From an optimization exercise on the open Yosys and OpenROAD flow, aimed at small area and a short achievable clock period; shortcuts taken in it are not production practice. Where RTL was checked, it was by simulation tests only, not by an equivalence proof against the original. No functional check of the RTL was part of runs 1 to 3. No activity file was given, so power comes from the tool's default toggle rates.

==> flow/design.v (outline; a module is shown in full before it is edited, if it fits) <==
// module part2: 646 lines
// module fa: 4 lines
// module ha: 4 lines
// module fpmul: 334 lines
module fpmul (
	input             clk,
	input      [31:0] X,
	input      [31:0] Y,
	output     [31:0] result,
	output reg        zero,
	output reg        underflow,
	output reg        overflow,
	output reg        nan
);
  // ...
==> flow/flow/run.sh <==
#!/bin/bash
export BUFFER_PORTS_ARGS="-buffer_cell sky130_fd_sc_hd__buf_1"
bash standard.sh > standard.log 2>&1
==> flow/standard.sh <==
#!/bin/bash
# synth_recipe.tcl (not shown) runs the flow's synth.tcl, then flattens the netlist and writes it again
# the make line also repeats each setting of config.mk as NAME=value (left out here)
make -C /OpenROAD-flow-scripts/flow DESIGN_CONFIG=/design/flow/config.mk WORK_HOME=/design/flow/orfs CLKGATE_MAP_FILE= SYNTH_SCRIPT=/design/flow/synth_recipe.tcl "${@:-finish}"
==> flow/config.mk <==
export PLATFORM = sky130hd
export DESIGN_NAME = fpmul
export DESIGN_NICKNAME = fpmul
export VERILOG_FILES = /design/flow/design.v
export SDC_FILE = /design/flow/constraint.sdc
export NUM_CORES = 4
export LEC_CHECK = 0
export CAP_MARGIN = 20
export CORE_MARGIN = 2
export CORE_UTILIZATION = 40
export SETUP_SLACK_MARGIN = 3.5
export SLEW_MARGIN = 20
export SYNTH_HIERARCHICAL = 1
export SYNTH_MINIMUM_KEEP_SIZE = 0
==> flow/constraint.sdc <==
create_clock -name core_clock -period 8.0 [get_ports {clk}]
set_input_delay 1.6000 -clock core_clock [delete_from_list [all_inputs] [get_ports {clk}]]
set_output_delay 1.6000 -clock core_clock [all_outputs]
set_load 0.01 [all_outputs]
==> impl_metrics.json, run 1 <==
{
  "status": "no timing/DRC/antenna violations",
  "drtPass1Iterations": 6,
  "wl_um": 58700,
  "ir_drop_mv": 0.201,
  "crit_required_ns": 6.40,
  "dominant-cell-class": "multi-input combinational cells",
  "r2r-end": "hp_q[1]",
  "grt_pass1_vias": 14946,
  "cp_slowest_cell": "or4_1",
  "worst_slack_ns": 3.33,
  "post_drt_wl_per_cell_um": 24.1,
  "cap_violations": 0,
  "power.total_uw": 7960,
  "nets": 2189,
  "hold_path_end": "zero",
  "n_sequential_cell": 157,
  "ys_warn_count": 7,
  "syn_to_final_growth_pct": 10.6,
  "hold_slack_ns": 0.437,
  "antenna_found_initial": 1,
  "fmax_mhz": 214,
  "num_antenna_cells": 0,
  "slew_viol_final": 0,
  "cp_max_fo": 5,
  "final_cell_mix": "xnor2_1, a22o_1, fa_1",
  "hpwlAfterDp_um": 39800,
  "hold_depth": 0,
  "busiest_layer": "met2",
  "switchingPower_uw": 3720,
  "clk_latency_ns": 0.45
}
==> module fpmul, before the edit <==
module fpmul (
	input             clk,
	input      [31:0] X,
	input      [31:0] Y,
	output     [31:0] result,
	output reg        zero,
	output reg        underflow,
	output reg        overflow,
	output reg        nan
);
	reg  [22:0] ym_q;   
	wire [24:0] yb = {1'b1, ym_q, 1'b0};   
	wire [7:0]  s1_d, s2_d, s3_d, s4_d, neg_d;
	genvar i;
	generate for (i = 0; i < 8; i = i + 1) begin : enc
		wire [2:0] c = yb[3*i+3] ? ~yb[3*i+2:3*i] : yb[3*i+2:3*i];   
		assign s1_d[i]  = ~c[2] & (c[1] ^ c[0]);
		assign s2_d[i]  = (~c[2] & c[1] & c[0]) | (c[2] & ~c[1] & ~c[0]);
		assign s3_d[i]  = c[2] & (c[1] ^ c[0]);
		assign s4_d[i]  = c[2] & c[1] & c[0];
		assign neg_d[i] = yb[3*i+3] & ~(&yb[3*i+2:3*i]);
	end endgenerate
	wire [23:0] mx = {1'b1, X[22:0]};
	wire [24:1] x3p = {1'b0, mx[23:1]} ^ mx[23:0];   
	wire [24:1] x3g = {1'b0, mx[23:1]} & mx[23:0];
	wire xg0_1 = x3g[2] | (x3p[2] & x3g[1]);
	wire xp0_1 = x3p[2] & x3p[1];
	wire xg0_3 = x3g[4] | (x3p[4] & x3g[3]);
	wire xp0_3 = x3p[4] & x3p[3];
	wire xg0_5 = x3g[6] | (x3p[6] & x3g[5]);
	wire xp0_5 = x3p[6] & x3p[5];
	wire xg0_7 = x3g[8] | (x3p[8] & x3g[7]);
	wire xp0_7 = x3p[8] & x3p[7];
	wire xg0_9 = x3g[10] | (x3p[10] & x3g[9]);
	wire xp0_9 = x3p[10] & x3p[9];
	wire xg0_11 = x3g[12] | (x3p[12] & x3g[11]);
	wire xp0_11 = x3p[12] & x3p[11];
	wire xg0_13 = x3g[14] | (x3p[14] & x3g[13]);
	wire xp0_13 = x3p[14] & x3p[13];
	wire xg0_15 = x3g[16] | (x3p[16] & x3g[15]);
	wire xp0_15 = x3p[16] & x3p[15];
	wire xg0_17 = x3g[18] | (x3p[18] & x3g[17]);
	wire xp0_17 = x3p[18] & x3p[17];
	wire xg0_19 = x3g[20] | (x3p[20] & x3g[19]);
	wire xp0_19 = x3p[20] & x3p[19];
	wire xg0_21 = x3g[22] | (x3p[22] & x3g[21]);
	wire xp0_21 = x3p[22] & x3p[21];
	wire xg0_23 = x3g[24] | (x3p[24] & x3g[23]);
	wire xp0_23 = x3p[24] & x3p[23];
	wire xg1_2 = x3g[3] | (x3p[3] & xg0_1);
	wire xp1_2 = x3p[3] & xp0_1;
	wire xg1_3 = xg0_3 | (xp0_3 & xg0_1);
	wire xp1_3 = xp0_3 & xp0_1;
	wire xg1_6 = x3g[7] | (x3p[7] & xg0_5);
	wire xp1_6 = x3p[7] & xp0_5;
	wire xg1_7 = xg0_7 | (xp0_7 & xg0_5);
	wire xp1_7 = xp0_7 & xp0_5;
	wire xg1_10 = x3g[11] | (x3p[11] & xg0_9);
	wire xp1_10 = x3p[11] & xp0_9;
	wire xg1_11 = xg0_11 | (xp0_11 & xg0_9);
	wire xp1_11 = xp0_11 & xp0_9;
	wire xg1_14 = x3g[15] | (x3p[15] & xg0_13);
	wire xp1_14 = x3p[15] & xp0_13;
	wire xg1_15 = xg0_15 | (xp0_15 & xg0_13);
	wire xp1_15 = xp0_15 & xp0_13;
	wire xg1_18 = x3g[19] | (x3p[19] & xg0_17);
	wire xp1_18 = x3p[19] & xp0_17;
	wire xg1_19 = xg0_19 | (xp0_19 & xg0_17);
	wire xp1_19 = xp0_19 & xp0_17;
	wire xg1_22 = x3g[23] | (x3p[23] & xg0_21);
	wire xp1_22 = x3p[23] & xp0_21;
	wire xg1_23 = xg0_23 | (xp0_23 & xg0_21);
	wire xp1_23 = xp0_23 & xp0_21;
	wire xg2_4 = x3g[5] | (x3p[5] & xg1_3);
	wire xp2_4 = x3p[5] & xp1_3;
	wire xg2_5 = xg0_5 | (xp0_5 & xg1_3);
	wire xp2_5 = xp0_5 & xp1_3;
	wire xg2_6 = xg1_6 | (xp1_6 & xg1_3);
	wire xp2_6 = xp1_6 & xp1_3;
	wire xg2_7 = xg1_7 | (xp1_7 & xg1_3);
	wire xp2_7 = xp1_7 & xp1_3;
	wire xg2_12 = x3g[13] | (x3p[13] & xg1_11);
	wire xp2_12 = x3p[13] & xp1_11;
	wire xg2_13 = xg0_13 | (xp0_13 & xg1_11);
	wire xp2_13 = xp0_13 & xp1_11;
	wire xg2_14 = xg1_14 | (xp1_14 & xg1_11);
	wire xp2_14 = xp1_14 & xp1_11;
	wire xg2_15 = xg1_15 | (xp1_15 & xg1_11);
	wire xp2_15 = xp1_15 & xp1_11;
	wire xg2_20 = x3g[21] | (x3p[21] & xg1_19);
	wire xp2_20 = x3p[21] & xp1_19;
	wire xg2_21 = xg0_21 | (xp0_21 & xg1_19);
	wire xp2_21 = xp0_21 & xp1_19;
	wire xg2_22 = xg1_22 | (xp1_22 & xg1_19);
	wire xp2_22 = xp1_22 & xp1_19;
	wire xg2_23 = xg1_23 | (xp1_23 & xg1_19);
	wire xp2_23 = xp1_23 & xp1_19;
	wire xg3_8 = x3g[9] | (x3p[9] & xg2_7);
	wire xp3_8 = x3p[9] & xp2_7;
	wire xg3_9 = xg0_9 | (xp0_9 & xg2_7);
	wire xp3_9 = xp0_9 & xp2_7;
	wire xg3_10 = xg1_10 | (xp1_10 & xg2_7);
	wire xp3_10 = xp1_10 & xp2_7;
	wire xg3_11 = xg1_11 | (xp1_11 & xg2_7);
	wire xp3_11 = xp1_11 & xp2_7;
	wire xg3_12 = xg2_12 | (xp2_12 & xg2_7);
	wire xp3_12 = xp2_12 & xp2_7;
	wire xg3_13 = xg2_13 | (xp2_13 & xg2_7);
	wire xp3_13 = xp2_13 & xp2_7;
	wire xg3_14 = xg2_14 | (xp2_14 & xg2_7);
	wire xp3_14 = xp2_14 & xp2_7;
	wire xg3_15 = xg2_15 | (xp2_15 & xg2_7);
	wire xp3_15 = xp2_15 & xp2_7;
	wire xg4_16 = x3g[17] | (x3p[17] & xg3_15);
	wire xp4_16 = x3p[17] & xp3_15;
	wire xg4_17 = xg0_17 | (xp0_17 & xg3_15);
	wire xp4_17 = xp0_17 & xp3_15;
	wire xg4_18 = xg1_18 | (xp1_18 & xg3_15);
	wire xp4_18 = xp1_18 & xp3_15;
	wire xg4_19 = xg1_19 | (xp1_19 & xg3_15);
	wire xp4_19 = xp1_19 & xp3_15;
	wire xg4_20 = xg2_20 | (xp2_20 & xg3_15);
	wire xp4_20 = xp2_20 & xp3_15;
	wire xg4_21 = xg2_21 | (xp2_21 & xg3_15);
	wire xp4_21 = xp2_21 & xp3_15;
	wire xg4_22 = xg2_22 | (xp2_22 & xg3_15);
	wire xp4_22 = xp2_22 & xp3_15;
	wire xg4_23 = xg2_23 | (xp2_23 & xg3_15);
	wire xp4_23 = xp2_23 & xp3_15;
	wire [25:0] x3_d;   
	assign x3_d[0] = mx[0];
	assign x3_d[1] = x3p[1];
	assign x3_d[2] = x3p[2] ^ x3g[1];
	assign x3_d[3] = x3p[3] ^ xg0_1;
	assign x3_d[4] = x3p[4] ^ xg1_2;
	assign x3_d[5] = x3p[5] ^ xg1_3;
	assign x3_d[6] = x3p[6] ^ xg2_4;
	assign x3_d[7] = x3p[7] ^ xg2_5;
	assign x3_d[8] = x3p[8] ^ xg2_6;
	assign x3_d[9] = x3p[9] ^ xg2_7;
	assign x3_d[10] = x3p[10] ^ xg3_8;
	assign x3_d[11] = x3p[11] ^ xg3_9;
	assign x3_d[12] = x3p[12] ^ xg3_10;
	assign x3_d[13] = x3p[13] ^ xg3_11;
	assign x3_d[14] = x3p[14] ^ xg3_12;
	assign x3_d[15] = x3p[15] ^ xg3_13;
	assign x3_d[16] = x3p[16] ^ xg3_14;
	assign x3_d[17] = x3p[17] ^ xg3_15;
	assign x3_d[18] = x3p[18] ^ xg4_16;
	assign x3_d[19] = x3p[19] ^ xg4_17;
	assign x3_d[20] = x3p[20] ^ xg4_18;
	assign x3_d[21] = x3p[21] ^ xg4_19;
	assign x3_d[22] = x3p[22] ^ xg4_20;
	assign x3_d[23] = x3p[23] ^ xg4_21;
	assign x3_d[24] = x3p[24] ^ xg4_22;
	assign x3_d[25] = xg4_23;
	wire [8:0] esum_d = {1'b0, X[30:23]} + {1'b0, Y[30:23]};
	wire       zero_d = (X[30:0] == 31'd0) | (Y[30:0] == 31'd0);
	reg  [22:0] xm_q;
	reg  [25:1] x3_q;
	reg  [8:0]  esum_q;
	reg         zero_q, sign_q;
	always @(posedge clk) begin
		xm_q   <= X[22:0];
		ym_q   <= Y[22:0];
		x3_q   <= x3_d[25:1];
		esum_q <= esum_d;
		zero_q <= zero_d;
		sign_q <= X[31] ^ Y[31];
	end
	wire [2:0]  lg_d, lp_d;
	wire [24:0] hp_d, hg_d;
	part2 core (.xm(xm_q), .x3(x3_q), .s1(s1_d), .s2(s2_d), .s3(s3_d), .s4(s4_d), .neg(neg_d),
		.lg(lg_d), .lp(lp_d), .hp(hp_d), .hg(hg_d));
	wire       uf_d  = ~zero_q & (esum_q < 9'd127);
	wire       nan_d = ~zero_q & (esum_q == 9'd382);
	wire       of_d  = ~zero_q & (esum_q > 9'd382);
	wire [8:0] e0_d  = esum_q - 9'd127;
	wire [8:0] e1_d  = esum_q - 9'd126;
	reg  [2:0]  lg_q, lp_q;
	reg  [24:0] hp_q, hg_q;
	reg  [7:0]  e0_q, e1_q;
	reg         sign_r;
	always @(posedge clk) begin
		lg_q      <= lg_d;
		lp_q      <= lp_d;
		hp_q      <= hp_d;
		hg_q      <= hg_d;
		e0_q      <= e0_d[7:0];
		e1_q      <= e1_d[7:0];
		sign_r    <= sign_q & ~zero_q & ~(esum_q < 9'd127);
		zero      <= zero_q;
		underflow <= uf_d;
		overflow  <= of_d;
		nan       <= nan_d;
	end
	wire g0_1 = lg_q[1] | (lp_q[1] & lg_q[0]);
	wire g0_3 = hg_q[0] | (hp_q[0] & lg_q[2]);
	wire p0_3 = hp_q[0] & lp_q[2];
	wire g0_5 = hg_q[2] | (hp_q[2] & hg_q[1]);
	wire p0_5 = hp_q[2] & hp_q[1];
	wire g0_7 = hg_q[4] | (hp_q[4] & hg_q[3]);
	wire p0_7 = hp_q[4] & hp_q[3];
	wire g0_9 = hg_q[6] | (hp_q[6] & hg_q[5]);
	wire p0_9 = hp_q[6] & hp_q[5];
	wire g0_11 = hg_q[8] | (hp_q[8] & hg_q[7]);
	wire p0_11 = hp_q[8] & hp_q[7];
	wire g0_13 = hg_q[10] | (hp_q[10] & hg_q[9]);
	wire p0_13 = hp_q[10] & hp_q[9];
	wire g0_15 = hg_q[12] | (hp_q[12] & hg_q[11]);
	wire p0_15 = hp_q[12] & hp_q[11];
	wire g0_17 = hg_q[14] | (hp_q[14] & hg_q[13]);
	wire p0_17 = hp_q[14] & hp_q[13];
	wire g0_19 = hg_q[16] | (hp_q[16] & hg_q[15]);
	wire p0_19 = hp_q[16] & hp_q[15];
	wire g0_21 = hg_q[18] | (hp_q[18] & hg_q[17]);
	wire p0_21 = hp_q[18] & hp_q[17];
	wire g0_23 = hg_q[20] | (hp_q[20] & hg_q[19]);
	wire p0_23 = hp_q[20] & hp_q[19];
	wire g0_25 = hg_q[22] | (hp_q[22] & hg_q[21]);
	wire p0_25 = hp_q[22] & hp_q[21];
	wire g0_27 = hg_q[24] | (hp_q[24] & hg_q[23]);
	wire p0_27 = hp_q[24] & hp_q[23];
	wire g1_2 = lg_q[2] | (lp_q[2] & g0_1);
	wire p1_2 = lp_q[2] & 1'b0;
	wire g1_3 = g0_3 | (p0_3 & g0_1);
	wire p1_3 = p0_3 & 1'b0;
	wire g1_6 = hg_q[3] | (hp_q[3] & g0_5);
	wire p1_6 = hp_q[3] & p0_5;
	wire g1_7 = g0_7 | (p0_7 & g0_5);
	wire p1_7 = p0_7 & p0_5;
	wire g1_10 = hg_q[7] | (hp_q[7] & g0_9);
	wire p1_10 = hp_q[7] & p0_9;
	wire g1_11 = g0_11 | (p0_11 & g0_9);
	wire p1_11 = p0_11 & p0_9;
	wire g1_14 = hg_q[11] | (hp_q[11] & g0_13);
	wire p1_14 = hp_q[11] & p0_13;
	wire g1_15 = g0_15 | (p0_15 & g0_13);
	wire p1_15 = p0_15 & p0_13;
	wire g1_18 = hg_q[15] | (hp_q[15] & g0_17);
	wire p1_18 = hp_q[15] & p0_17;
	wire g1_19 = g0_19 | (p0_19 & g0_17);
	wire p1_19 = p0_19 & p0_17;
	wire g1_22 = hg_q[19] | (hp_q[19] & g0_21);
	wire p1_22 = hp_q[19] & p0_21;
	wire g1_23 = g0_23 | (p0_23 & g0_21);
	wire p1_23 = p0_23 & p0_21;
	wire g1_26 = hg_q[23] | (hp_q[23] & g0_25);
	wire p1_26 = hp_q[23] & p0_25;
	wire g1_27 = g0_27 | (p0_27 & g0_25);
	wire p1_27 = p0_27 & p0_25;
	wire g2_4 = hg_q[1] | (hp_q[1] & g1_3);
	wire p2_4 = hp_q[1] & p1_3;
	wire g2_5 = g0_5 | (p0_5 & g1_3);
	wire p2_5 = p0_5 & p1_3;
	wire g2_6 = g1_6 | (p1_6 & g1_3);
	wire p2_6 = p1_6 & p1_3;
	wire g2_7 = g1_7 | (p1_7 & g1_3);
	wire p2_7 = p1_7 & p1_3;
	wire g2_12 = hg_q[9] | (hp_q[9] & g1_11);
	wire p2_12 = hp_q[9] & p1_11;
	wire g2_13 = g0_13 | (p0_13 & g1_11);
	wire p2_13 = p0_13 & p1_11;
	wire g2_14 = g1_14 | (p1_14 & g1_11);
	wire p2_14 = p1_14 & p1_11;
	wire g2_15 = g1_15 | (p1_15 & g1_11);
	wire p2_15 = p1_15 & p1_11;
	wire g2_20 = hg_q[17] | (hp_q[17] & g1_19);
	wire p2_20 = hp_q[17] & p1_19;
	wire g2_21 = g0_21 | (p0_21 & g1_19);
	wire p2_21 = p0_21 & p1_19;
	wire g2_22 = g1_22 | (p1_22 & g1_19);
	wire p2_22 = p1_22 & p1_19;
	wire g2_23 = g1_23 | (p1_23 & g1_19);
	wire p2_23 = p1_23 & p1_19;
	wire g3_8 = hg_q[5] | (hp_q[5] & g2_7);
	wire p3_8 = hp_q[5] & p2_7;
	wire g3_9 = g0_9 | (p0_9 & g2_7);
	wire p3_9 = p0_9 & p2_7;
	wire g3_10 = g1_10 | (p1_10 & g2_7);
	wire p3_10 = p1_10 & p2_7;
	wire g3_11 = g1_11 | (p1_11 & g2_7);
	wire p3_11 = p1_11 & p2_7;
	wire g3_12 = g2_12 | (p2_12 & g2_7);
	wire p3_12 = p2_12 & p2_7;
	wire g3_13 = g2_13 | (p2_13 & g2_7);
	wire p3_13 = p2_13 & p2_7;
	wire g3_14 = g2_14 | (p2_14 & g2_7);
	wire p3_14 = p2_14 & p2_7;
	wire g3_15 = g2_15 | (p2_15 & g2_7);
	wire p3_15 = p2_15 & p2_7;
	wire g3_24 = hg_q[21] | (hp_q[21] & g2_23);
	wire p3_24 = hp_q[21] & p2_23;
	wire g3_25 = g0_25 | (p0_25 & g2_23);
	wire p3_25 = p0_25 & p2_23;
	wire g3_26 = g1_26 | (p1_26 & g2_23);
	wire p3_26 = p1_26 & p2_23;
	wire g3_27 = g1_27 | (p1_27 & g2_23);
	wire p3_27 = p1_27 & p2_23;
	wire g4_16 = hg_q[13] | (hp_q[13] & g3_15);
	wire p4_16 = hp_q[13] & p3_15;
	wire g4_17 = g0_17 | (p0_17 & g3_15);
	wire p4_17 = p0_17 & p3_15;
	wire g4_18 = g1_18 | (p1_18 & g3_15);
	wire p4_18 = p1_18 & p3_15;
	wire g4_19 = g1_19 | (p1_19 & g3_15);
	wire p4_19 = p1_19 & p3_15;
	wire g4_20 = g2_20 | (p2_20 & g3_15);
	wire p4_20 = p2_20 & p3_15;
	wire g4_21 = g2_21 | (p2_21 & g3_15);
	wire p4_21 = p2_21 & p3_15;
	wire g4_22 = g2_22 | (p2_22 & g3_15);
	wire p4_22 = p2_22 & p3_15;
	wire g4_23 = g2_23 | (p2_23 & g3_15);
	wire p4_23 = p2_23 & p3_15;
	wire g4_24 = g3_24 | (p3_24 & g3_15);
	wire p4_24 = p3_24 & p3_15;
	wire g4_25 = g3_25 | (p3_25 & g3_15);
	wire p4_25 = p3_25 & p3_15;
	wire g4_26 = g3_26 | (p3_26 & g3_15);
	wire p4_26 = p3_26 & p3_15;
	wire g4_27 = g3_27 | (p3_27 & g3_15);
	wire p4_27 = p3_27 & p3_15;
	wire [24:0] cy = {g4_26, g4_25, g4_24, g4_23, g4_22, g4_21, g4_20, g4_19, g4_18, g4_17, g4_16, g3_15, g3_14, g3_13, g3_12, g3_11, g3_10, g3_9, g3_8, g2_7, g2_6, g2_5, g2_4, g1_3, g1_2};   
	wire [24:0] sum = hp_q ^ cy;
	wire [24:0] t = sum[24:0];   
	wire        kill = zero | underflow | overflow | nan;
	wire [22:0] mant = t[24] ? t[23:1] : t[22:0];
	wire [7:0]  ex   = t[24] ? e1_q : e0_q;
	assign result[31]    = sign_r;
	assign result[30:23] = (overflow | nan) ? 8'hFF : kill ? 8'h00 : ex;
	assign result[22:1]  = kill ? 22'd0 : mant[22:1];
	assign result[0]     = underflow | (~kill & mant[0]);
endmodule
==> run 2: changes to the inputs <==
--- a/flow/design.v
+++ b/flow/design.v
@@ -1,15 +1,17 @@
 module part2 (
 	input  [22:0] xm,
 	input  [25:1] x3,             
 	input  [7:0]  s1, s2, s3, s4,  
 	input  [7:0]  neg,            
 	output [2:0]  lg, lp,          
-	output [24:0] hp, hg           
+	output [24:0] hp,              
+	output [24:0] hs0, hs1,        
+	output [12:0] ug, up           
 );
 	wire pp0_0 = ((s1[0] & xm[0]) | (s3[0] & xm[0])) ^ neg[0];
 	wire pp0_1 = ((s1[0] & xm[1]) | (s2[0] & xm[0]) | (s3[0] & x3[1])) ^ neg[0];
 	wire pp0_2 = ((s1[0] & xm[2]) | (s2[0] & xm[1]) | (s3[0] & x3[2]) | (s4[0] & xm[0])) ^ neg[0];
 	wire pp0_3 = ((s1[0] & xm[3]) | (s2[0] & xm[2]) | (s3[0] & x3[3]) | (s4[0] & xm[1])) ^ neg[0];
 	wire pp0_4 = ((s1[0] & xm[4]) | (s2[0] & xm[3]) | (s3[0] & x3[4]) | (s4[0] & xm[2])) ^ neg[0];
 	wire pp0_5 = ((s1[0] & xm[5]) | (s2[0] & xm[4]) | (s3[0] & x3[5]) | (s4[0] & xm[3])) ^ neg[0];
 	wire pp0_6 = ((s1[0] & xm[6]) | (s2[0] & xm[5]) | (s3[0] & x3[6]) | (s4[0] & xm[4])) ^ neg[0];
@@ -636,18 +638,94 @@
 	assign lg[0] = l0[12];
 	assign lp[0] = &(ra[11:0] ^ rb[11:0]);
 	wire [6:0] l1 = {1'b0, ra[17:12]} + {1'b0, rb[17:12]};
 	assign lg[1] = l1[6];
 	assign lp[1] = &(ra[17:12] ^ rb[17:12]);
 	wire [5:0] l2 = {1'b0, ra[22:18]} + {1'b0, rb[22:18]};
 	assign lg[2] = l2[5];
 	assign lp[2] = &(ra[22:18] ^ rb[22:18]);
+	wire [24:0] hg = ra[47:23] & rb[47:23];
 	assign hp = ra[47:23] ^ rb[47:23];
-	assign hg = ra[47:23] & rb[47:23];
+	assign hs0[1] = hp[1] ^ hg[0];
+	assign hs1[1] = hp[1] ^ (hg[0] | hp[0]);
+	assign ug[0] = hg[1] | (hp[1] & hg[0]);
+	assign up[0] = hp[1] & hp[0];
+	assign hs0[0] = 1'b0;
+	assign hs1[0] = 1'b0;
+	assign hs0[3] = hp[3] ^ hg[2];
+	assign hs1[3] = hp[3] ^ (hg[2] | hp[2]);
+	assign ug[1] = hg[3] | (hp[3] & hg[2]);
+	assign up[1] = hp[3] & hp[2];
+	assign hs0[2] = 1'b0;
+	assign hs1[2] = 1'b0;
+	assign hs0[5] = hp[5] ^ hg[4];
+	assign hs1[5] = hp[5] ^ (hg[4] | hp[4]);
+	assign ug[2] = hg[5] | (hp[5] & hg[4]);
+	assign up[2] = hp[5] & hp[4];
+	assign hs0[4] = 1'b0;
+	assign hs1[4] = 1'b0;
+	assign hs0[7] = hp[7] ^ hg[6];
+	assign hs1[7] = hp[7] ^ (hg[6] | hp[6]);
+	assign ug[3] = hg[7] | (hp[7] & hg[6]);
+	assign up[3] = hp[7] & hp[6];
+	assign hs0[6] = 1'b0;
+	assign hs1[6] = 1'b0;
+	assign hs0[9] = hp[9] ^ hg[8];
+	assign hs1[9] = hp[9] ^ (hg[8] | hp[8]);
+	assign ug[4] = hg[9] | (hp[9] & hg[8]);
+	assign up[4] = hp[9] & hp[8];
+	assign hs0[8] = 1'b0;
+	assign hs1[8] = 1'b0;
+	assign hs0[11] = hp[11] ^ hg[10];
+	assign hs1[11] = hp[11] ^ (hg[10] | hp[10]);
+	assign ug[5] = hg[11] | (hp[11] & hg[10]);
+	assign up[5] = hp[11] & hp[10];
+	assign hs0[10] = 1'b0;
+	assign hs1[10] = 1'b0;
+	assign hs0[13] = hp[13] ^ hg[12];
+	assign hs1[13] = hp[13] ^ (hg[12] | hp[12]);
+	assign ug[6] = hg[13] | (hp[13] & hg[12]);
+	assign up[6] = hp[13] & hp[12];
+	assign hs0[12] = 1'b0;
+	assign hs1[12] = 1'b0;
+	assign hs0[15] = hp[15] ^ hg[14];
+	assign hs1[15] = hp[15] ^ (hg[14] | hp[14]);
+	assign ug[7] = hg[15] | (hp[15] & hg[14]);
+	assign up[7] = hp[15] & hp[14];
+	assign hs0[14] = 1'b0;
+	assign hs1[14] = 1'b0;
+	assign hs0[17] = hp[17] ^ hg[16];
+	assign hs1[17] = hp[17] ^ (hg[16] | hp[16]);
+	assign ug[8] = hg[17] | (hp[17] & hg[16]);
+	assign up[8] = hp[17] & hp[16];
+	assign hs0[16] = 1'b0;
+	assign hs1[16] = 1'b0;
+	assign hs0[19] = hp[19] ^ hg[18];
+	assign hs1[19] = hp[19] ^ (hg[18] | hp[18]);
+	assign ug[9] = hg[19] | (hp[19] & hg[18]);
+	assign up[9] = hp[19] & hp[18];
+	assign hs0[18] = 1'b0;
+	assign hs1[18] = 1'b0;
+	assign hs0[21] = hp[21] ^ hg[20];
+	assign hs1[21] = hp[21] ^ (hg[20] | hp[20]);
+	assign ug[10] = hg[21] | (hp[21] & hg[20]);
+	assign up[10] = hp[21] & hp[20];
+	assign hs0[20] = 1'b0;
+	assign hs1[20] = 1'b0;
+	assign hs0[23] = hp[23] ^ hg[22];
+	assign hs1[23] = hp[23] ^ (hg[22] | hp[22]);
+	assign ug[11] = hg[23] | (hp[23] & hg[22]);
+	assign up[11] = hp[23] & hp[22];
+	assign hs0[22] = 1'b0;
+	assign hs1[22] = 1'b0;
+	assign ug[12] = hg[24];
+	assign up[12] = hp[24];
+	assign hs0[24] = 1'b0;
+	assign hs1[24] = 1'b0;
 endmodule
 module fa (input a, b, c, output s, k);
 	assign s = a ^ b ^ c;
 	assign k = (a & b) | (a & c) | (b & c);
 endmodule
 module ha (input a, b, output s, k);
 	assign s = a ^ b;
 	assign k = a & b;
@@ -657,18 +735,17 @@
 	input      [31:0] X,
 	input      [31:0] Y,
 	output     [31:0] result,
 	output reg        zero,
 	output reg        underflow,
 	output reg        overflow,
 	output reg        nan
 );
-	reg  [22:0] ym_q;   
-	wire [24:0] yb = {1'b1, ym_q, 1'b0};   
+	wire [24:0] yb = {1'b1, Y[22:0], 1'b0};   
 	wire [7:0]  s1_d, s2_d, s3_d, s4_d, neg_d;
 	genvar i;
 	generate for (i = 0; i < 8; i = i + 1) begin : enc
 		wire [2:0] c = yb[3*i+3] ? ~yb[3*i+2:3*i] : yb[3*i+2:3*i];   
 		assign s1_d[i]  = ~c[2] & (c[1] ^ c[0]);
 		assign s2_d[i]  = (~c[2] & c[1] & c[0]) | (c[2] & ~c[1] & ~c[0]);
 		assign s3_d[i]  = c[2] & (c[1] ^ c[0]);
 		assign s4_d[i]  = c[2] & c[1] & c[0];
@@ -807,182 +884,171 @@
 	assign x3_d[22] = x3p[22] ^ xg4_20;
 	assign x3_d[23] = x3p[23] ^ xg4_21;
 	assign x3_d[24] = x3p[24] ^ xg4_22;
 	assign x3_d[25] = xg4_23;
 	wire [8:0] esum_d = {1'b0, X[30:23]} + {1'b0, Y[30:23]};
 	wire       zero_d = (X[30:0] == 31'd0) | (Y[30:0] == 31'd0);
 	reg  [22:0] xm_q;
 	reg  [25:1] x3_q;
+	reg  [7:0]  s1_q, s2_q, s3_q, s4_q, neg_q;
 	reg  [8:0]  esum_q;
 	reg         zero_q, sign_q;
 	always @(posedge clk) begin
 		xm_q   <= X[22:0];
-		ym_q   <= Y[22:0];
 		x3_q   <= x3_d[25:1];
+		s1_q   <= s1_d;
+		s2_q   <= s2_d;
+		s3_q   <= s3_d;
+		s4_q   <= s4_d;
+		neg_q  <= neg_d;
 		esum_q <= esum_d;
 		zero_q <= zero_d;
 		sign_q <= X[31] ^ Y[31];
 	end
 	wire [2:0]  lg_d, lp_d;
-	wire [24:0] hp_d, hg_d;
-	part2 core (.xm(xm_q), .x3(x3_q), .s1(s1_d), .s2(s2_d), .s3(s3_d), .s4(s4_d), .neg(neg_d),
-		.lg(lg_d), .lp(lp_d), .hp(hp_d), .hg(hg_d));
+	wire [24:0] hp_d, hs0_d, hs1_d;
+	wire [12:0] ug_d, up_d;
+	part2 core (.xm(xm_q), .x3(x3_q), .s1(s1_q), .s2(s2_q), .s3(s3_q), .s4(s4_q), .neg(neg_q),
+		.lg(lg_d), .lp(lp_d), .hp(hp_d), .hs0(hs0_d), .hs1(hs1_d), .ug(ug_d), .up(up_d));
 	wire       uf_d  = ~zero_q & (esum_q < 9'd127);
 	wire       nan_d = ~zero_q & (esum_q == 9'd382);
 	wire       of_d  = ~zero_q & (esum_q > 9'd382);
 	wire [8:0] e0_d  = esum_q - 9'd127;
 	wire [8:0] e1_d  = esum_q - 9'd126;
 	reg  [2:0]  lg_q, lp_q;
-	reg  [24:0] hp_q, hg_q;
+	reg  [24:0] hp_q, hs0_q, hs1_q;
+	reg  [12:0] ug_q, up_q;
 	reg  [7:0]  e0_q, e1_q;
 	reg         sign_r;
 	always @(posedge clk) begin
 		lg_q      <= lg_d;
 		lp_q      <= lp_d;
 		hp_q      <= hp_d;
-		hg_q      <= hg_d;
+		hs0_q     <= hs0_d;
+		hs1_q     <= hs1_d;
+		ug_q      <= ug_d;
+		up_q      <= up_d;
 		e0_q      <= e0_d[7:0];
 		e1_q      <= e1_d[7:0];
 		sign_r    <= sign_q & ~zero_q & ~(esum_q < 9'd127);
 		zero      <= zero_q;
 		underflow <= uf_d;
 		overflow  <= of_d;
 		nan       <= nan_d;
 	end
 	wire g0_1 = lg_q[1] | (lp_q[1] & lg_q[0]);
-	wire g0_3 = hg_q[0] | (hp_q[0] & lg_q[2]);
-	wire p0_3 = hp_q[0] & lp_q[2];
-	wire g0_5 = hg_q[2] | (hp_q[2] & hg_q[1]);
-	wire p0_5 = hp_q[2] & hp_q[1];
-	wire g0_7 = hg_q[4] | (hp_q[4] & hg_q[3]);
-	wire p0_7 = hp_q[4] & hp_q[3];
-	wire g0_9 = hg_q[6] | (hp_q[6] & hg_q[5]);
-	wire p0_9 = hp_q[6] & hp_q[5];
-	wire g0_11 = hg_q[8] | (hp_q[8] & hg_q[7]);
-	wire p0_11 = hp_q[8] & hp_q[7];
-	wire g0_13 = hg_q[10] | (hp_q[10] & hg_q[9]);
-	wire p0_13 = hp_q[10] & hp_q[9];
-	wire g0_15 = hg_q[12] | (hp_q[12] & hg_q[11]);
-	wire p0_15 = hp_q[12] & hp_q[11];
-	wire g0_17 = hg_q[14] | (hp_q[14] & hg_q[13]);
-	wire p0_17 = hp_q[14] & hp_q[13];
-	wire g0_19 = hg_q[16] | (hp_q[16] & hg_q[15]);
-	wire p0_19 = hp_q[16] & hp_q[15];
-	wire g0_21 = hg_q[18] | (hp_q[18] & hg_q[17]);
-	wire p0_21 = hp_q[18] & hp_q[17];
-	wire g0_23 = hg_q[20] | (hp_q[20] & hg_q[19]);
-	wire p0_23 = hp_q[20] & hp_q[19];
-	wire g0_25 = hg_q[22] | (hp_q[22] & hg_q[21]);
-	wire p0_25 = hp_q[22] & hp_q[21];
-	wire g0_27 = hg_q[24] | (hp_q[24] & hg_q[23]);
-	wire p0_27 = hp_q[24] & hp_q[23];
+	wire g0_3 = ug_q[0] | (up_q[0] & lg_q[2]);
+	wire p0_3 = up_q[0] & lp_q[2];
+	wire g0_5 = ug_q[2] | (up_q[2] & ug_q[1]);
+	wire p0_5 = up_q[2] & up_q[1];
+	wire g0_7 = ug_q[4] | (up_q[4] & ug_q[3]);
+	wire p0_7 = up_q[4] & up_q[3];
+	wire g0_9 = ug_q[6] | (up_q[6] & ug_q[5]);
+	wire p0_9 = up_q[6] & up_q[5];
+	wire g0_11 = ug_q[8] | (up_q[8] & ug_q[7]);
+	wire p0_11 = up_q[8] & up_q[7];
+	wire g0_13 = ug_q[10] | (up_q[10] & ug_q[9]);
+	wire p0_13 = up_q[10] & up_q[9];
+	wire g0_15 = ug_q[12] | (up_q[12] & ug_q[11]);
+	wire p0_15 = up_q[12] & up_q[11];
 	wire g1_2 = lg_q[2] | (lp_q[2] & g0_1);
 	wire p1_2 = lp_q[2] & 1'b0;
 	wire g1_3 = g0_3 | (p0_3 & g0_1);
 	wire p1_3 = p0_3 & 1'b0;
-	wire g1_6 = hg_q[3] | (hp_q[3] & g0_5);
-	wire p1_6 = hp_q[3] & p0_5;
+	wire g1_6 = ug_q[3] | (up_q[3] & g0_5);
+	wire p1_6 = up_q[3] & p0_5;
 	wire g1_7 = g0_7 | (p0_7 & g0_5);
 	wire p1_7 = p0_7 & p0_5;
-	wire g1_10 = hg_q[7] | (hp_q[7] & g0_9);
-	wire p1_10 = hp_q[7] & p0_9;
+	wire g1_10 = ug_q[7] | (up_q[7] & g0_9);
+	wire p1_10 = up_q[7] & p0_9;
 	wire g1_11 = g0_11 | (p0_11 & g0_9);
 	wire p1_11 = p0_11 & p0_9;
-	wire g1_14 = hg_q[11] | (hp_q[11] & g0_13);
-	wire p1_14 = hp_q[11] & p0_13;
+	wire g1_14 = ug_q[11] | (up_q[11] & g0_13);
+	wire p1_14 = up_q[11] & p0_13;
 	wire g1_15 = g0_15 | (p0_15 & g0_13);
 	wire p1_15 = p0_15 & p0_13;
-	wire g1_18 = hg_q[15] | (hp_q[15] & g0_17);
-	wire p1_18 = hp_q[15] & p0_17;
-	wire g1_19 = g0_19 | (p0_19 & g0_17);
-	wire p1_19 = p0_19 & p0_17;
-	wire g1_22 = hg_q[19] | (hp_q[19] & g0_21);
-	wire p1_22 = hp_q[19] & p0_21;
-	wire g1_23 = g0_23 | (p0_23 & g0_21);
-	wire p1_23 = p0_23 & p0_21;
-	wire g1_26 = hg_q[23] | (hp_q[23] & g0_25);
-	wire p1_26 = hp_q[23] & p0_25;
-	wire g1_27 = g0_27 | (p0_27 & g0_25);
-	wire p1_27 = p0_27 & p0_25;
-	wire g2_4 = hg_q[1] | (hp_q[1] & g1_3);
-	wire p2_4 = hp_q[1] & p1_3;
+	wire g2_4 = ug_q[1] | (up_q[1] & g1_3);
+	wire p2_4 = up_q[1] & p1_3;
 	wire g2_5 = g0_5 | (p0_5 & g1_3);
 	wire p2_5 = p0_5 & p1_3;
 	wire g2_6 = g1_6 | (p1_6 & g1_3);
 	wire p2_6 = p1_6 & p1_3;
 	wire g2_7 = g1_7 | (p1_7 & g1_3);
 	wire p2_7 = p1_7 & p1_3;
-	wire g2_12 = hg_q[9] | (hp_q[9] & g1_11);
-	wire p2_12 = hp_q[9] & p1_11;
+	wire g2_12 = ug_q[9] | (up_q[9] & g1_11);
+	wire p2_12 = up_q[9] & p1_11;
 	wire g2_13 = g0_13 | (p0_13 & g1_11);
 	wire p2_13 = p0_13 & p1_11;
 	wire g2_14 = g1_14 | (p1_14 & g1_11);
 	wire p2_14 = p1_14 & p1_11;
 	wire g2_15 = g1_15 | (p1_15 & g1_11);
 	wire p2_15 = p1_15 & p1_11;
-	wire g2_20 = hg_q[17] | (hp_q[17] & g1_19);
-	wire p2_20 = hp_q[17] & p1_19;
-	wire g2_21 = g0_21 | (p0_21 & g1_19);
-	wire p2_21 = p0_21 & p1_19;
-	wire g2_22 = g1_22 | (p1_22 & g1_19);
-	wire p2_22 = p1_22 & p1_19;
-	wire g2_23 = g1_23 | (p1_23 & g1_19);
-	wire p2_23 = p1_23 & p1_19;
-	wire g3_8 = hg_q[5] | (hp_q[5] & g2_7);
-	wire p3_8 = hp_q[5] & p2_7;
+	wire g3_8 = ug_q[5] | (up_q[5] & g2_7);
+	wire p3_8 = up_q[5] & p2_7;
 	wire g3_9 = g0_9 | (p0_9 & g2_7);
 	wire p3_9 = p0_9 & p2_7;
 	wire g3_10 = g1_10 | (p1_10 & g2_7);
 	wire p3_10 = p1_10 & p2_7;
 	wire g3_11 = g1_11 | (p1_11 & g2_7);
 	wire p3_11 = p1_11 & p2_7;
 	wire g3_12 = g2_12 | (p2_12 & g2_7);
 	wire p3_12 = p2_12 & p2_7;
 	wire g3_13 = g2_13 | (p2_13 & g2_7);
 	wire p3_13 = p2_13 & p2_7;
 	wire g3_14 = g2_14 | (p2_14 & g2_7);
 	wire p3_14 = p2_14 & p2_7;
 	wire g3_15 = g2_15 | (p2_15 & g2_7);
 	wire p3_15 = p2_15 & p2_7;
-	wire g3_24 = hg_q[21] | (hp_q[21] & g2_23);
-	wire p3_24 = hp_q[21] & p2_23;
-	wire g3_25 = g0_25 | (p0_25 & g2_23);
-	wire p3_25 = p0_25 & p2_23;
-	wire g3_26 = g1_26 | (p1_26 & g2_23);
-	wire p3_26 = p1_26 & p2_23;
-	wire g3_27 = g1_27 | (p1_27 & g2_23);
-	wire p3_27 = p1_27 & p2_23;
-	wire g4_16 = hg_q[13] | (hp_q[13] & g3_15);
-	wire p4_16 = hp_q[13] & p3_15;
-	wire g4_17 = g0_17 | (p0_17 & g3_15);
-	wire p4_17 = p0_17 & p3_15;
-	wire g4_18 = g1_18 | (p1_18 & g3_15);
-	wire p4_18 = p1_18 & p3_15;
-	wire g4_19 = g1_19 | (p1_19 & g3_15);
-	wire p4_19 = p1_19 & p3_15;
-	wire g4_20 = g2_20 | (p2_20 & g3_15);
-	wire p4_20 = p2_20 & p3_15;
-	wire g4_21 = g2_21 | (p2_21 & g3_15);
-	wire p4_21 = p2_21 & p3_15;
-	wire g4_22 = g2_22 | (p2_22 & g3_15);
-	wire p4_22 = p2_22 & p3_15;
-	wire g4_23 = g2_23 | (p2_23 & g3_15);
-	wire p4_23 = p2_23 & p3_15;
-	wire g4_24 = g3_24 | (p3_24 & g3_15);
-	wire p4_24 = p3_24 & p3_15;
-	wire g4_25 = g3_25 | (p3_25 & g3_15);
-	wire p4_25 = p3_25 & p3_15;
-	wire g4_26 = g3_26 | (p3_26 & g3_15);
-	wire p4_26 = p3_26 & p3_15;
-	wire g4_27 = g3_27 | (p3_27 & g3_15);
-	wire p4_27 = p3_27 & p3_15;
-	wire [24:0] cy = {g4_26, g4_25, g4_24, g4_23, g4_22, g4_21, g4_20, g4_19, g4_18, g4_17, g4_16, g3_15, g3_14, g3_13, g3_12, g3_11, g3_10, g3_9, g3_8, g2_7, g2_6, g2_5, g2_4, g1_3, g1_2};   
-	wire [24:0] sum = hp_q ^ cy;
+	wire [24:0] sum;
+	assign sum[0] = hp_q[0] ^ g1_2;
+	assign sum[1] = g1_2 ? hs1_q[1] : hs0_q[1];
+	assign sum[2] = hp_q[2] ^ g1_3;
+	assign sum[3] = g1_3 ? hs1_q[3] : hs0_q[3];
+	assign sum[4] = hp_q[4] ^ g2_4;
+	assign sum[5] = g2_4 ? hs1_q[5] : hs0_q[5];
+	assign sum[6] = hp_q[6] ^ g2_5;
+	assign sum[7] = g2_5 ? hs1_q[7] : hs0_q[7];
+	assign sum[8] = hp_q[8] ^ g2_6;
+	assign sum[9] = g2_6 ? hs1_q[9] : hs0_q[9];
+	assign sum[10] = hp_q[10] ^ g2_7;
+	assign sum[11] = g2_7 ? hs1_q[11] : hs0_q[11];
+	assign sum[12] = hp_q[12] ^ g3_8;
+	assign sum[13] = g3_8 ? hs1_q[13] : hs0_q[13];
+	assign sum[14] = hp_q[14] ^ g3_9;
+	assign sum[15] = g3_9 ? hs1_q[15] : hs0_q[15];
+	assign sum[16] = hp_q[16] ^ g3_10;
+	assign sum[17] = g3_10 ? hs1_q[17] : hs0_q[17];
+	assign sum[18] = hp_q[18] ^ g3_11;
+	assign sum[19] = g3_11 ? hs1_q[19] : hs0_q[19];
+	assign sum[20] = hp_q[20] ^ g3_12;
+	assign sum[21] = g3_12 ? hs1_q[21] : hs0_q[21];
+	assign sum[22] = hp_q[22] ^ g3_13;
+	assign sum[23] = g3_13 ? hs1_q[23] : hs0_q[23];
+	assign sum[24] = hp_q[24] ^ g3_14;
 	wire [24:0] t = sum[24:0];   
 	wire        kill = zero | underflow | overflow | nan;
-	wire [22:0] mant = t[24] ? t[23:1] : t[22:0];
-	wire [7:0]  ex   = t[24] ? e1_q : e0_q;
+	wire        c47 = g3_14;   
+	wire [22:0] mant;
+	nsel #(.W(7)) n2 (.c(c47), .p(hp_q[24]), .kill(kill), .t(t[23:16]), .o(mant[22:16]));
+	nsel #(.W(8)) n1 (.c(c47), .p(hp_q[24]), .kill(kill), .t(t[16:8]),  .o(mant[15:8]));
+	nsel #(.W(8)) n0 (.c(c47), .p(hp_q[24]), .kill(kill), .t(t[8:0]),   .o(mant[7:0]));
+	esel ne (.c(c47), .p(hp_q[24]), .kill(kill), .ff(overflow | nan), .e0(e0_q), .e1(e1_q), .o(result[30:23]));
 	assign result[31]    = sign_r;
-	assign result[30:23] = (overflow | nan) ? 8'hFF : kill ? 8'h00 : ex;
-	assign result[22:1]  = kill ? 22'd0 : mant[22:1];
-	assign result[0]     = underflow | (~kill & mant[0]);
+	assign result[22:1]  = mant[22:1];
+	assign result[0]     = underflow | mant[0];
+endmodule
+module nsel #(parameter W = 8) (
+	input          c, p, kill,
+	input  [W:0]   t,
+	output [W-1:0] o
+);
+	wire s = c ^ p;
+	assign o = kill ? {W{1'b0}} : (s ? t[W:1] : t[W-1:0]);
+endmodule
+module esel (
+	input        c, p, kill, ff,
+	input  [7:0] e0, e1,
+	output [7:0] o
+);
+	wire s = c ^ p;
+	assign o = ff ? 8'hFF : kill ? 8'h00 : (s ? e1 : e0);
 endmodule
==> run 2 against run 1 <==
  * Largest cell class unchanged
  * Final area decreased by 2.0%
  * Routed wire length down 4.7%
  * Critical endpoint is now result[0]
  * Setup slack gained 0.17 ns
  * Sequential cell count rose by 29
  * Synthesized cell count increased by 1.1%
  * Via count down 2.3%
  * Clock skew down 0.0058 ns
  * Combinational power rose by about 30%
  * Area after synthesis shrank 0.94%
  * Highest routed layer is now met4
  * Maximum frequency up 3.9%
  * Non-clock buffer count down 32
  * Utilization down 0.71 points
==> impl_metrics.json, run 2 <==
{
  "drtPass1Iterations": 7,
  "ant_nets": 0,
  "rr_startpoint": "x3_q[12]",
  "via_count": 14656,
  "combPwrFrac_pct": 74.9,
  "start_util_pct": 40.4,
  "cts_root_buffer": "clkbuf_16",
  "hold_class": "reg -> reg",
  "cts_max_path_buffers": 2,
  "timing.setup.tns_ns": 0,
  "ff_latch_area_um2": 3760,
  "switchingPower_uw": 4570,
  "first_iter_violations": 1602,
  "fmax_mhz": 222,
  "place_ws_ns": 2.97,
  "overflow": 0,
  "crit_chain": "a21oi_2 > o21ai_4 > a31oi_2 > a21oi_2 > a21o_1 > a21oi_4 > o21bai_4 > buf_8 > xnor2_4 > buf_12 > mux2i_4 > or2_4 > buf_6",
  "routed_via_density": 6.02,
  "finalInstanceArea_um2": 20000,
  "nets": 2213,
  "syn_to_final_growth_pct": 9.36,
  "avgSynthCellArea_um2": 9.96,
  "multiInputGateArea_um2": 13500,
  "port_buffers": 100,
  "final_cell_mix": "xnor2_1, a221oi_1, fa_1",
  "cp_max_fo": 8,
  "grt_max_degree": 35,
  "ys_warn_count": 7,
  "antenna_found_initial": 0,
  "syn_nets": 2222,
  "endpoint_kind": "output pin",
  "cp-start-kind": "register",
  "period_needed_ns": 4.50,
  "critical-path-max-stage-delay_ns": 0.33,
  "gp_congestion": 0.947,
  "numCtsBuffers": 17,
  "p_int_uw": 5430,
  "grt_usage_pct": 24.0,
  "cts_tree": "built",
  "dieArea_um2": 47300,
  "startpoint": "lg_q[2]",
  "cp_top_family": "compound AO/OA/AOI/OAI gates",
  "maxSlewHeadroom_pct": 41.5,
  "drive_gt1_share_pct": 9.81,
  "post-route-period-util_pct": 56.2,
  "skew_ns": 0.0117,
  "num_antenna_cells": 0,
  "die_y_um": 218,
  "pwr-share-seq_pct": 16.7,
  "cts.htree.levels": 4,
  "post_drt_wl_per_cell_um": 23.0,
  "critPathBufInv": 3,
  "ir_drop_mv": 0.301,
  "syn_inst": 1831,
  "setup_viol": 0,
  "grt_pass1_wl_um": 87600,
  "hpwlAfterDp_um": 39100,
  "finalHoldViolCount": 0,
  "reg_top3": "x3_q: 25 flops, xm_q: 23 flops, hp_q: 13 flops",
  "cp_slowest_cell": "dfxtp_2",
  "crit_type": "reg -> out",
  "fillCellCount": 4356,
  "crit_required_ns": 6.40,
  "place_area_um2": 19000,
  "path_clk_slew_ns": 0.08,
  "tightest_slew_ns": 0.878,
  "mappedNetlistArea_um2": 18200,
  "rsz0062_at_grt": "true",
  "p_per_area_nw_per_um2": 501,
  "worst_slack_ns": 3.50,
  "status": "no timing/DRC/antenna violations",
  "largest_register_ffs": 25,
  "ios": 101,
  "rows": 78,
  "cap_violations": 0,
  "cts_hold_buffers": 0,
  "cts.sinks": 186,
  "grt_pass1_vias": 15124,
  "largest-register": "x3_q",
  "hold_path.startpoint": "zero_q",
  "layout_commonest_cell": "xnor2_1",
  "die_w_um": 218,
  "cp_data_arrival_time_ns": 2.90,
  "swShare_pct": 45.7,
  "p_leak_uw": 0.00798,
  "clock_power_share_pct": 8.3,
  "cp_common_cell": "a21oi_2",
  "core-area_um2": 45200,
  "slew_viol_final": 0,
  "wl_um": 55900,
  "clk_latency_ns": 0.47,
  "drc": 0
}
run 2: per-stage QoR:
stage                     instances  hold WS (ns)  total power [µW]  util, %
after floorplan                1831         0.376              7080        -
after global placement         2390         0.441              8840     42.1
after detailed placement       2390         0.444              9030     42.1
after CTS                      2431         0.449             10100     43.8
after global routing           2435         0.462             11200     44.2
final                          2435         0.445             10000     44.2
run 2: per-layer routing:
metal / track usage [%] / wire length (µm) / vias up
li1: - / - / 6517
met1: 30.8 / 23000 / 7135
met2: 37.3 / 24400 / 831
met3: 7.89 / 6500 / 173
met4: 9.32 / 2020 / 0
met5: 0 / 0 / -
run 2: layout make-up:
type | instances | share of cell area [%]
inverters | 119 | 2.24
clock buffers | 18 | 2.15
multi-input cells | 1336 | 67.7
flip-flops and latches | 186 | 18.8
clock inverters | 14 | 0.759
well taps | 600 | 3.76
repair buffers | 162 | 4.56
run 2: worst paths after layout:
kind | slack [ns] | cells past startpoint | endpoint
setup / recovery | 3.50 | 13 | result[0]
hold reg to reg | 0.45 | 0 | zero
setup reg to reg | 3.54 | 10 | hs0_q[7]
hold / removal | 0.45 | 0 | zero
run 2: power by group through the flow:
stage,logic [µW],registers (µW),clock network [µW]
after global routing,8650,1680,888
after floorplan,5600,1490,0
after global placement,7190,1650,0
after detailed placement,7380,1650,0
after CTS,7560,1640,849
final,7490,1670,833
run 2: what timing repair did:
action	in CTS	in global routing
setup endpoints to repair	44	38
buffers inserted	9	4
pin swaps	11	12
gates cloned	0	0
gates resized for setup	41	34
endpoints found under the hold margin	0	0
==> run 3: changes to the inputs <==
--- a/flow/config.mk
+++ b/flow/config.mk
@@ -8,7 +8,7 @@
 export CAP_MARGIN = 20
 export CORE_MARGIN = 2
 export CORE_UTILIZATION = 40
-export SETUP_SLACK_MARGIN = 3.5
+export SETUP_SLACK_MARGIN = 4
 export SLEW_MARGIN = 20
 export SYNTH_HIERARCHICAL = 1
 export SYNTH_MINIMUM_KEEP_SIZE = 0
==> run 3 against run 2 <==
  * Clock-buffer cell count grew 1
  * Utilization grew 5.3 points
  * Synthesized cell count is the same
  * Worst hold slack lost 0.0026 ns
  * Clock power grew 7.4%
  * Non-clock buffer count grew 72
  * Critical path depth grew 1
  * Die area is the same
  * Clock skew grew 0.0013 ns
  * Combinational power grew 28%
==> impl_metrics.json, run 3 <==
{
  "status": "no timing/DRC/antenna violations",
  "drtPass1Iterations": 7,
  "post_drt_wl_per_cell_um": 25.5,
  "rsz0062_at_grt": "true",
  "setup_viol": 0,
  "p_leak_uw": 0.00888,
  "r2r_setup_slack_ns": 3.82,
  "maxSlewHeadroom_pct": 42.4,
  "largest_register_ffs": 25,
  "overflow": 0,
  "first_iter_violations": 1709,
  "syn_to_final_growth_pct": 22.5,
  "largest-register": "x3_q",
  "hold_slack_ns": 0.443,
  "timing.setup.tns_ns": 0,
  "endpoint_kind": "output pin",
  "mappedNetlistArea_um2": 18200,
  "path_clk_slew_ns": 0.07,
  "crit_type": "reg -> out",
  "grt_pass1_vias": 14928,
  "post-route-period-util_pct": 56.6,
  "tightest_slew_ns": 0.863,
  "cp_max_fo": 8,
  "cp_data_arrival_time_ns": 2.93,
  "grt_usage_pct": 25.4,
  "cts_max_path_buffers": 2,
  "start_util_pct": 40.4,
  "wl_um": 63800,
  "ys_warn_count": 7,
  "drc": 0,
  "rows": 78,
  "numCtsBuffers": 17,
  "ios": 101,
  "via_count": 15314,
  "cts_tree": "built",
  "period_needed_ns": 4.53,
  "routed_via_density": 6.11,
  "cts_root_buffer": "clkbuf_16",
  "slew_viol_final": 0,
  "ir_drop_mv": 0.514,
  "layout_commonest_cell": "xnor2_1",
  "cts.sinks": 186,
  "cts.htree.levels": 4,
  "clk_latency_ns": 0.47,
  "syn_nets": 2222,
  "hpwlAfterDp_um": 39700,
  "final_cell_mix": "xnor2_1, a22o_1, dfxtp_1",
  "die_y_um": 218,
  "core-area_um2": 45200,
  "grt_pass1_wl_um": 91200,
  "ant_nets": 0,
  "reg_top3": "x3_q: 25 flops, xm_q: 23 flops, hp_q: 13 flops",
  "die_w_um": 218,
  "finalHoldViolCount": 0,
  "grt_max_degree": 35,
  "avgSynthCellArea_um2": 9.96,
  "fmax_mhz": 221,
  "crit_required_ns": 6.40,
  "syn_inst": 1831,
  "gp_congestion": 0.931,
  "skew_ns": 0.0130,
  "nets": 2285,
  "cap_violations": 0,
  "num_antenna_cells": 0,
  "p_per_area_nw_per_um2": 544,
  "antenna_found_initial": 0,
  "dieArea_um2": 47300,
  "cp-start-kind": "register",
  "drive_gt1_share_pct": 23.8,
  "port_buffers": 100,
  "hold_class": "reg -> reg"
}
[run 3: worst max-delay path, cell delays in order, from the launching register on]
cell and delay, ns:
dfxtp_2 0.35, a21oi_2 0.14, o21ai_2 0.11, a31oi_4 0.23, a21oi_4 0.09, a21o_1 0.21
a21oi_4 0.16, o21bai_4 0.09, buf_12 0.14, buf_12 0.14, xnor2_4 0.17, buf_12 0.18
mux2i_4 0.22, o21bai_1 0.07, buf_2 0.16
[run 3: final timing paths]
check	depth (start not counted)	to	from
setup / recovery	14	result[29]	up_q[2]
hold / removal	0	zero	zero_q
setup reg to reg	11	hs0_q[7]	xm_q[12]
hold reg to reg	0	zero	zero_q
[run 3: timing repair]
item / 4_1_cts / 5_1_grt
pin swaps: 42 / 75
cloned: 5 / 14
hold buffers: 0 / 0
setup endpoints to repair: 72 / 60
gates resized for setup: 184 / 171
setup buffers: 24 / 35
[run 3: cell type report]
type	instances	area (µm²)
fill	4049	22800
inverter	119	447
tap	600	751
sequential	186	3850
multi-input combinational	1336	14400
timing repair buffer	234	2240
clock inverter	12	165
clock buffer	19	453
[run 3: power by group]
group	switching, µW	total [µW]	internal (µW)
Combinational	4710	9600	4890
Clock	385	895	510
Sequential	280	1670	1390
[run 3: stage by stage]
stage          power [µW]  std cells  worst slack (ns)  cell area (µm²)  util [%]
4_1_cts             10600       2457              3.44            20900      46.3
3_3_place_gp         8990       2397              3.04            19200      42.6
6_report            12200       2506              3.47            22300      49.5
5_1_grt             13400       2506              3.34            22300      49.5
2_1_floorplan        7130       1831              3.97            18600         -
3_5_place_dp         9200       2397              3.01            19200      42.6
[run 3: per-layer routing]
| metal | track usage, % | share of wire, % | up-vias |
|---|---|---|---|
| li1 | - | - | 6684 |
| met1 | 34.2 | 40 | 7430 |
| met2 | 37.9 | 43 | 961 |
| met3 | 7.49 | 13 | 239 |
| met4 | 10.5 | 4.8 | 0 |
| met5 | 0 | 0 | - |
==> run 4: changes to the inputs <==
--- a/flow/design.v
+++ b/flow/design.v
@@ -1026,29 +1026,10 @@
 	assign sum[24] = hp_q[24] ^ g3_14;
 	wire [24:0] t = sum[24:0];   
 	wire        kill = zero | underflow | overflow | nan;
-	wire        c47 = g3_14;   
-	wire [22:0] mant;
-	nsel #(.W(7)) n2 (.c(c47), .p(hp_q[24]), .kill(kill), .t(t[23:16]), .o(mant[22:16]));
-	nsel #(.W(8)) n1 (.c(c47), .p(hp_q[24]), .kill(kill), .t(t[16:8]),  .o(mant[15:8]));
-	nsel #(.W(8)) n0 (.c(c47), .p(hp_q[24]), .kill(kill), .t(t[8:0]),   .o(mant[7:0]));
-	esel ne (.c(c47), .p(hp_q[24]), .kill(kill), .ff(overflow | nan), .e0(e0_q), .e1(e1_q), .o(result[30:23]));
+	wire [22:0] mant = t[24] ? t[23:1] : t[22:0];
+	wire [7:0]  ex   = t[24] ? e1_q : e0_q;
 	assign result[31]    = sign_r;
-	assign result[22:1]  = mant[22:1];
-	assign result[0]     = underflow | mant[0];
-endmodule
-module nsel #(parameter W = 8) (
-	input          c, p, kill,
-	input  [W:0]   t,
-	output [W-1:0] o
-);
-	wire s = c ^ p;
-	assign o = kill ? {W{1'b0}} : (s ? t[W:1] : t[W-1:0]);
-endmodule
-module esel (
-	input        c, p, kill, ff,
-	input  [7:0] e0, e1,
-	output [7:0] o
-);
-	wire s = c ^ p;
-	assign o = ff ? 8'hFF : kill ? 8'h00 : (s ? e1 : e0);
+	assign result[30:23] = (overflow | nan) ? 8'hFF : kill ? 8'h00 : ex;
+	assign result[22:1]  = kill ? 22'd0 : mant[22:1];
+	assign result[0]     = underflow | (~kill & mant[0]);
 endmodule
--- a/flow/config.mk
+++ b/flow/config.mk
@@ -8,7 +8,7 @@
 export CAP_MARGIN = 20
 export CORE_MARGIN = 2
 export CORE_UTILIZATION = 40
-export SETUP_SLACK_MARGIN = 4
+export SETUP_SLACK_MARGIN = 3.25
 export SLEW_MARGIN = 20
 export SYNTH_HIERARCHICAL = 1
 export SYNTH_MINIMUM_KEEP_SIZE = 0
==> run 4 against run 3 <==
  * Clock skew up 0.0054 ns
  * Critical path depth down 4
  * Synthesized cell count up 2.2%
  * Setup slack worse by 0.15 ns
  * Largest cell class unchanged
==> impl_metrics.json, run 4 <==
{
  "syn_nets": 2262,
  "ir_drop_mv": 0.393,
  "via_count": 14835,
  "die_w_um": 217,
  "reg_top3": "x3_q: 25 flops, xm_q: 23 flops, hp_q: 13 flops",
  "mappedNetlistArea_um2": 18200,
  "p_int_uw": 5190,
  "hpwlAfterDp_um": 41800,
  "dieArea_um2": 47300,
  "start_util_pct": 40.3,
  "clock_power_share_pct": 8.4,
  "rsz0062_at_grt": "false",
  "numCtsBuffers": 17,
  "drc": 0,
  "rows": 78,
  "ys_warn_count": 7,
  "antenna_found_initial": 0,
  "cts.htree.levels": 4,
  "cp-start-kind": "register",
  "crit_type": "reg -> reg",
  "switchingPower_uw": 4510,
  "period_needed_ns": 4.67,
  "num_antenna_cells": 0,
  "port_buffers": 100,
  "critical-path-max-stage-delay_ns": 0.57,
  "cp_slowest_cell": "dfxtp_1",
  "grt_pass1_wl_um": 88900,
  "p_leak_uw": 0.00772,
  "cp_max_fo": 13,
  "nets": 2221,
  "drive_gt1_share_pct": 6.29,
  "cp_data_arrival_time_ns": 5.02,
  "grt_pass1_vias": 14590,
  "cts_tree": "built",
  "cts_max_path_buffers": 2,
  "critPathBufInv": 0,
  "crit_chain": "a22o_1 > a221oi_1 > xnor2_1 > fa_1 > fa_1 > fa_1 > fa_1 > fa_1 > ha_1 > fa_1",
  "maxSlewHeadroom_pct": 35.4,
  "die_y_um": 217,
  "p_per_area_nw_per_um2": 498,
  "layout_commonest_cell": "xnor2_1",
  "clk_latency_ns": 0.48,
  "timing.setup.tns_ns": 0,
  "post_drt_wl_per_cell_um": 23.7,
  "wl_um": 57800,
  "gp_congestion": 0.946,
  "post-route-period-util_pct": 58.4,
  "finalHoldViolCount": 0,
  "fmax_mhz": 214,
  "largest_register_ffs": 25,
  "ios": 101,
  "cp_common_cell": "fa_1",
  "cp_top_family": "adder cells",
  "tightest_slew_ns": 0.968,
  "cap_violations": 0,
  "ant_nets": 0,
  "cts_setup_buffers": 0,
  "first_iter_violations": 1737,
  "fin_cells": 2443,
  "syn_to_final_growth_pct": 6.77,
  "path_clk_slew_ns": 0.07,
  "drtPass1Iterations": 6,
  "overflow": 0,
  "grt_usage_pct": 24.7,
  "crit_required_ns": 8.34,
  "routed_via_density": 6.07,
  "status": "no timing/DRC/antenna violations",
  "place_area_um2": 18900,
  "hold_class": "reg -> reg",
  "pwr-share-seq_pct": 17.7,
  "slew_viol_final": 0,
  "core-area_um2": 45200,
  "final_cell_mix": "xnor2_1, a221oi_1, fa_1",
  "power.total_uw": 9700,
  "syn_inst": 1871,
  "finalInstanceArea_um2": 19500,
  "skew_ns": 0.0184,
  "cts_root_buffer": "clkbuf_16",
  "hold_slack_ns": 0.438,
  "endpoint_kind": "register",
  "avgSynthCellArea_um2": 9.74,
  "setup_viol": 0,
  "dpl.cell_count": 2410,
  "cts.sinks": 186,
  "largest-register": "x3_q",
  "swShare_pct": 46.5,
  "combPwrFrac_pct": 73.9,
  "grt_max_degree": 28
}
-- run 4: layout make-up --
| class | count | area (µm²) |
|---|---|---|
| timing repair buffer | 136 | 646 |
| clock inverter | 15 | 130 |
| fill | 4355 | 25700 |
| sequential | 186 | 3760 |
| multi-input combinational | 1365 | 13300 |
| clock buffer | 17 | 425 |
| inverter | 124 | 465 |
| tap | 600 | 751 |
-- run 4: repair_timing --
item                       CTS  global route
gates resized for setup      5            21
pin swaps                    1             0
hold buffers                 0             0
gates cloned                 1             0
setup endpoints to repair    4            11
-- run 4: metrics by stage --
step / utilization (%) / setup slack [ns]
finish: 43.1 / 3.33
global route: 43.1 / 3.26
CTS: 43.0 / 3.26
detailed placement: 41.7 / 3.17
global placement: 41.7 / 3.17
floorplan: - / 3.73
-- run 4: power by group through the flow --
stage / logic (µW) / registers [µW] / clock network (µW)
after global placement: 7030 / 1710 / 0
after CTS: 7340 / 1690 / 837
final: 7170 / 1710 / 817
after detailed placement: 7270 / 1710 / 0
after floorplan: 5560 / 1490 / 0
after global routing: 8390 / 1730 / 868
-- run 4: path summary, 6_finish.rpt --
path	endpoint	slack, ns	cells past startpoint	from
worst max-delay path	hs0_q[3]	3.33	10	xm_q[17]
worst min-delay path	zero	0.44	0	zero_q
worst max register to register	hs0_q[3]	3.33	10	xm_q[17]
worst min register to register	zero	0.44	0	zero_q
-- run 4: worst reg2reg max path, delay by kind of cell (launching register included) --
kind | cells | cell delay [ns]
AOI/OAI and AO/OA | 2 | 0.85
DFF | 1 | 0.57
xor gates and xnor gates | 1 | 0.20
adders and majority gates | 7 | 2.93
-- run 4: per-layer routing --
metal	track usage (%)	wire length, µm	vias up	share of wire [%]
met5	0	0	-	0
met4	8.93	1760	0	3.0
met3	6.25	5370	133	9.3
met2	37.2	25300	719	44
met1	34.1	25400	7369	44
li1	-	-	6614	-

-- separate check: timing with driven ports --
Ports are ideal in the flow. The routed layouts listed here were re-timed in OpenROAD. Step 1, drivers: a clkbuf_16 drives clk and a buf_2 each remaining input, both assumed. Step 2 adds t to the input delays and takes it off the output delays; t is the mean of the earliest and latest rising clock arrival at the registers after step 1. Input paths then give back, and output paths get back, about the clock's delay inside the block. a / b / c = ideal ports / drivers / drivers and shift; a / b = the first two.
| run | t (ns) | slack for setup (ns) | clock arrival spread, ns |
|---|---|---|---|
| run 1 | 0.492 | 3.330 / 3.280 / 3.617 | 0.018 / 0.017 |
| run 2 | 0.514 | 3.505 / 3.451 / 3.540 | 0.012 / 0.011 |
| run 3 | 0.516 | 3.475 / 3.425 / 3.818 | 0.013 / 0.013 |
| run 4 | 0.518 | 3.329 / 3.329 / 3.329 | 0.019 / 0.019 |
After both steps every run listed still meets setup and hold.
